Background: an optimization exercise with open tools, aiming at small area, a short achievable clock period and few clock cycles. Do not read the settings as production practice. Only simulation tests tie the RTL to the original design; equivalence was not proved. No driver is modelled on the clock port, so clocking that relies on it looks cheaper here than on a real chip.

// conv_yt
module conv_yt(
input             rst,
input             clk,
output            M0_R_req,
output     [31:0] M0_addr,
input      [31:0] M0_R_data,
output     [3:0]  M0_W_req,
output     [31:0] M0_W_data,
output            M1_R_req,
output     [31:0] M1_addr,
input      [31:0] M1_R_data,
output reg [3:0]  M1_W_req,
output     [31:0] M1_W_data,
input             start,
output reg        finish
);
export LEC_CHECK = 0
export ABC_AREA = 1
export CAP_MARGIN = 20
export CORE_MARGIN = 2
export CORE_UTILIZATION = 40
export SLEW_MARGIN = 70
create_clock -name core_clock -period 26.0 [get_ports {clk}]
standard.sh (not shown) runs the stock make flow with config.mk's settings and CLKGATE_MAP_FILE= SYNTH_SCRIPT=/design/flow/synth_recipe.tcl, a recipe that flattens the netlist after the stock synthesis.
==> flow/flow/run.sh <==
#!/bin/bash
# The standard layout (standard.sh) with three additions:
#  - flow/fapol.py, after the standard synthesis: chooses, for each full-adder
#    cell, whether it works on true or complemented signals (a full adder is
#    self-dual), so that fewer inverters are needed between adders; the
#    netlist's function and its registers are unchanged. The standard
#    synthesis's netlist is kept as 1_2_yosys.standard.v;
#  - flow/ports.tcl, before the placement's resizing step: the buffers that
#    buffer_ports puts on the ports become buf_4 instead of the default delay
#    buffer;
#  - flow/post_cts.tcl, after clock tree synthesis: setup repair aimed at a
#    shorter clock period than the design's (the constraints are unchanged).
set -euo pipefail
here=$(pwd)
export PRE_RESIZE_TCL="$here/flow/ports.tcl"
export POST_CTS_TCL="$here/flow/post_cts.tcl"
export FLOW_TARGET_NS=6.2
res="$here/orfs/results/$FLOW_PLATFORM/conv_yt/base"
bash standard.sh synth > "$here/standard_synth.log" 2>&1
cp "$res/1_2_yosys.v" "$here/1_2_yosys.standard.v"
python3 "$here/flow/fapol.py" "$here/1_2_yosys.standard.v" "$res/1_2_yosys.v" > "$here/fapol.log" 2>&1
rm -f "$res/1_synth.odb" "$res/1_synth.sdc"
bash standard.sh > "$here/standard_make.log" 2>&1
==> flow/flow/post_cts.tcl <==
set target $::env(FLOW_TARGET_NS)
set margin [expr {$::env(FLOW_PERIOD_NS) - $target}]
puts "post_cts.tcl: repair_timing -setup_margin $margin (target $target ns)"
estimate_parasitics -placement
repair_timing -setup -setup_margin $margin -verbose
detailed_placement
check_placement -verbose
estimate_parasitics -placement
report_worst_slack -max
Other scripts of this flow, unchanged in this note and not shown: flow/flow/fapol.py, flow/flow/ports.tcl
The first run completed without violations.
Testbench counts at the start, summed over its fixed seeds: cycles 52,752.
==> next run, changes <==
--- a/flow/flow/run.sh
+++ b/flow/flow/run.sh
@@ -16,3 +16,3 @@
 export POST_CTS_TCL="$here/flow/post_cts.tcl"
-export FLOW_TARGET_NS=6.2
+export FLOW_TARGET_NS=6.0
 res="$here/orfs/results/$FLOW_PLATFORM/conv_yt/base"
- CORE_UTILIZATION: 40 -> 50
The new run finished with timing, DRC and antenna clean; via count falls by about 0.35%; final cell count falls by about 4.5%; worst setup slack gains 0.071 ns; synthesized area does not change; core utilization climbs by 12 points; count of clock-buffer cells in the layout rose by 5; hold slack stays flat; critical path depth goes down by 22.
==> next run, changes <==
- CORE_UTILIZATION: 50 -> 40
What happened: Via count went up by 1.9%; routed wire length went up by 4.4%; worst setup slack stays flat.


conv_yt, a different RTL version from the one above (not shown whole).
Size: about 5800 cells after synthesis, about 210 I/O pins, roughly 50000 um2 of cells after synthesis.
==> flow/config.mk <==
export PLATFORM = sky130hd
export DESIGN_NAME = conv_yt
export DESIGN_NICKNAME = conv_yt
export VERILOG_FILES = /design/flow/design.v
export SDC_FILE = /design/flow/constraint.sdc
export NUM_CORES = 4
export LEC_CHECK = 0
export ABC_AREA = 1
export CAP_MARGIN = 20
export CORE_MARGIN = 2
export CORE_UTILIZATION = 40
export SLEW_MARGIN = 70
==> flow/constraint.sdc <==
create_clock -name core_clock -period 26.0 [get_ports {clk}]
set_input_delay 5.2000 -clock core_clock [delete_from_list [all_inputs] [get_ports {clk}]]
set_output_delay 5.2000 -clock core_clock [all_outputs]
set_load 0.01 [all_outputs]
==> flow/flow/run.sh <==
#!/bin/bash
# The standard layout (standard.sh) with three additions:
#  - flow/fapol.py, after the standard synthesis: chooses, for each full-adder
#    cell, whether it works on true or complemented signals (a full adder is
#    self-dual), so that fewer inverters are needed between adders; the
#    netlist's function and its registers are unchanged. The standard
#    synthesis's netlist is kept as 1_2_yosys.standard.v;
#  - flow/ports.tcl, before the placement's resizing step: the buffers that
#    buffer_ports puts on the ports become buf_4 instead of the default delay
#    buffer;
#  - flow/post_cts.tcl, after clock tree synthesis: setup repair aimed at a
#    shorter clock period than the design's (the constraints are unchanged).
set -euo pipefail
here=$(pwd)
export PRE_RESIZE_TCL="$here/flow/ports.tcl"
export POST_CTS_TCL="$here/flow/post_cts.tcl"
export FLOW_TARGET_NS=6.4
res="$here/orfs/results/$FLOW_PLATFORM/conv_yt/base"
bash standard.sh synth > "$here/standard_synth.log" 2>&1
cp "$res/1_2_yosys.v" "$here/1_2_yosys.standard.v"
python3 "$here/flow/fapol.py" "$here/1_2_yosys.standard.v" "$res/1_2_yosys.v" > "$here/fapol.log" 2>&1
rm -f "$res/1_synth.odb" "$res/1_synth.sdc"
bash standard.sh > "$here/standard_make.log" 2>&1
Scripts as last shown in full above: flow/flow/post_cts.tcl
Other scripts of this flow, unchanged in this note and not shown: flow/flow/fapol.py, flow/flow/ports.tcl
Testbench counts at the start, summed over its fixed seeds: cycles 52,752.
Change:
--- a/flow/flow/run.sh
+++ b/flow/flow/run.sh
@@ -17 +17 @@
-export FLOW_TARGET_NS=6.4
+export FLOW_TARGET_NS=6.0
Effect: The new run ran to the end with no violations. Global-route usage rises by 1.2 points. Routed wire length rises by 3.9%.


north:
RTL: one of the versions met above, not the one the previous note started from.
For scale: about 210 I/O pins, roughly 49,000 um2 of cells after synthesis.
## conv_yt
module conv_yt(
input             rst,
input             clk,
output            M0_R_req,
output     [31:0] M0_addr,
input      [31:0] M0_R_data,
output     [3:0]  M0_W_req,
output     [31:0] M0_W_data,
output            M1_R_req,
output     [31:0] M1_addr,
input      [31:0] M1_R_data,
output reg [3:0]  M1_W_req,
output     [31:0] M1_W_data,
input             start,
output reg        finish
);
localparam [2:0] S_IDLE = 3'd0, S_LOAD = 3'd1, S_PIX = 3'd2, S_WAIT = 3'd3, S_RLD = 3'd4;
function [9:0] waddr;
    input [3:0] k;
    case (k)
        4'd0: waddr = 10'd787;
        4'd1: waddr = 10'd790;
        4'd2: waddr = 10'd784;
        4'd3: waddr = 10'd788;
        4'd4: waddr = 10'd791;
        4'd5: waddr = 10'd785;
        4'd6: waddr = 10'd789;
        4'd7: waddr = 10'd792;
        4'd8: waddr = 10'd786;
        4'd9: waddr = 10'd793;
        default: waddr = 10'd0;
    endcase
endfunction
function [9:0] raddr_rl;
    input [3:0] n;
    case (n)
        4'd0: raddr_rl = 10'd790;
        4'd1: raddr_rl = 10'd784;
        4'd2: raddr_rl = 10'd787;
        4'd3: raddr_rl = 10'd791;
        4'd4: raddr_rl = 10'd785;
        4'd5: raddr_rl = 10'd788;
        4'd6: raddr_rl = 10'd792;
        4'd7: raddr_rl = 10'd786;
  ...
export LEC_CHECK = 0
export ABC_AREA = 1
export CAP_MARGIN = 20
export CORE_MARGIN = 2
export CORE_UTILIZATION = 40
export SLEW_MARGIN = 20
create_clock -name core_clock -period 26.0 [get_ports {clk}]
==> flow/flow/run.sh <==
#!/bin/bash
# The standard layout (standard.sh) with three additions:
#  - flow/fapol.py, after the standard synthesis: chooses, for each full-adder
#    cell, whether it works on true or complemented signals (a full adder is
#    self-dual), so that fewer inverters are needed between adders; the
#    netlist's function and its registers are unchanged. The standard
#    synthesis's netlist is kept as 1_2_yosys.standard.v;
#  - flow/ports.tcl, before the placement's resizing step: the buffers that
#    buffer_ports puts on the ports become buf_4 instead of the default delay
#    buffer;
#  - flow/post_cts.tcl, after clock tree synthesis: setup repair aimed at a
#    shorter clock period than the design's (the constraints are unchanged).
set -euo pipefail
here=$(pwd)
export PRE_RESIZE_TCL="$here/flow/ports.tcl"
export POST_CTS_TCL="$here/flow/post_cts.tcl"
export FLOW_TARGET_NS=6.0
res="$here/orfs/results/$FLOW_PLATFORM/conv_yt/base"
bash standard.sh synth > "$here/standard_synth.log" 2>&1
cp "$res/1_2_yosys.v" "$here/1_2_yosys.standard.v"
python3 "$here/flow/fapol.py" "$here/1_2_yosys.standard.v" "$res/1_2_yosys.v" > "$here/fapol.log" 2>&1
rm -f "$res/1_synth.odb" "$res/1_synth.sdc"
bash standard.sh > "$here/standard_make.log" 2>&1
Scripts as last shown in full above: flow/flow/post_cts.tcl
Other scripts of this flow, unchanged in this note and not shown: flow/flow/fapol.py, flow/flow/ports.tcl
Testbench counts of north, summed over its fixed seeds: cycles 52,752.
Edits applied to the flow inputs when going from north to south:
- a change of SLEW_MARGIN from 20 to 70
--- a/flow/flow/run.sh
+++ b/flow/flow/run.sh
@@ -15,5 +15,5 @@
 export PRE_RESIZE_TCL="$here/flow/ports.tcl"
 export POST_CTS_TCL="$here/flow/post_cts.tcl"
-export FLOW_TARGET_NS=6.0
+export FLOW_TARGET_NS=5.8
 res="$here/orfs/results/$FLOW_PLATFORM/conv_yt/base"
 bash standard.sh synth > "$here/standard_synth.log" 2>&1
Critical path arrival | south below north
Run comparison: north launching element of the worst setup path acc2[14]$_DFF_P_; south launching element of the worst setup path raddr[7]$_SDFFE_PN0P_
Across both runs, final cell count was lower for south than for north.
[compare] base=north new=south: non-clock buffer total of the final layout fell about 16%, pin count of the biggest net entering global routing fell 42, layout overhead on the synthesized area rose 0.23 points, first-pass GRT wire length fell about 2%.
south against north: total global routing track utilization went down 0.76 points, accumulated negative setup slack held.
Inputs modified between south and east:
- CORE_UTILIZATION now 60, was 40
--- a/flow/flow/run.sh
+++ b/flow/flow/run.sh
@@ -15,5 +15,5 @@
 export PRE_RESIZE_TCL="$here/flow/ports.tcl"
 export POST_CTS_TCL="$here/flow/post_cts.tcl"
-export FLOW_TARGET_NS=5.8
+export FLOW_TARGET_NS=6.0
 res="$here/orfs/results/$FLOW_PLATFORM/conv_yt/base"
 bash standard.sh synth > "$here/standard_synth.log" 2>&1
Notes after the runs:
[compare] base=south new=east: final count of pins violating max slew about even; data arrival time of the critical path moved up; register area went down by 0.43%.
For the clock-buffer cell count, east came in about 4.5% lower than south did.
Sort east and south by critical path depth desc -> top: east
Pre-CTS worst setup slack (higher): east
Slowest stage cell on the critical path: sky130_fd_sc_hd__dfxtp_4 -> south, sky130_fd_sc_hd__fa_1 -> east
south → east: buffering stage count on the worst path with inverters included moved up; non-clock buffer area fraction after layout moved down; via count of the first global-routing pass moved down; time the worst path needs with I/O delays and setup moved down.

[re-timing with driven ports]
How much do the figures lean on ideal ports? The routed layouts below were timed once more, with nothing changed but the port constraints. Step 1, drivers: a clkbuf_16 drives clk and a buf_2 each remaining input, both assumed. Step 2 also shifts input and output timing later by t, the mid clock arrival at the registers, as if the neighbouring blocks saw the same clock. Three values: ideal, step 1, step 2; two values: the first two.
run	t, ns	slack for setup (ns)	worst setup path after step 2
the first run of note 1	0.735	19.523 / 19.519 / 19.110	input to register
the second run of note 1	0.756	19.594 / 19.520 / 19.313	input to register
the third run of note 1	0.739	19.592 / 19.518 / 19.285	input to register
the first run of note 2	0.716	19.306 / 19.306 / 18.999	input to register
the second run of note 2	0.720	19.518 / 19.518 / 19.110	input to register
north	0.738	19.558 / 19.484 / 19.303	input to register
south	0.742	19.590 / 19.516 / 19.507	input to register
east	0.702	19.618 / 19.560 / 19.328	input to register
After both steps setup and hold are still met in every run listed. The setup slack of the first run of note 1, which loses most, moves by -0.004 ns with the drivers and by -0.413 ns with both steps.
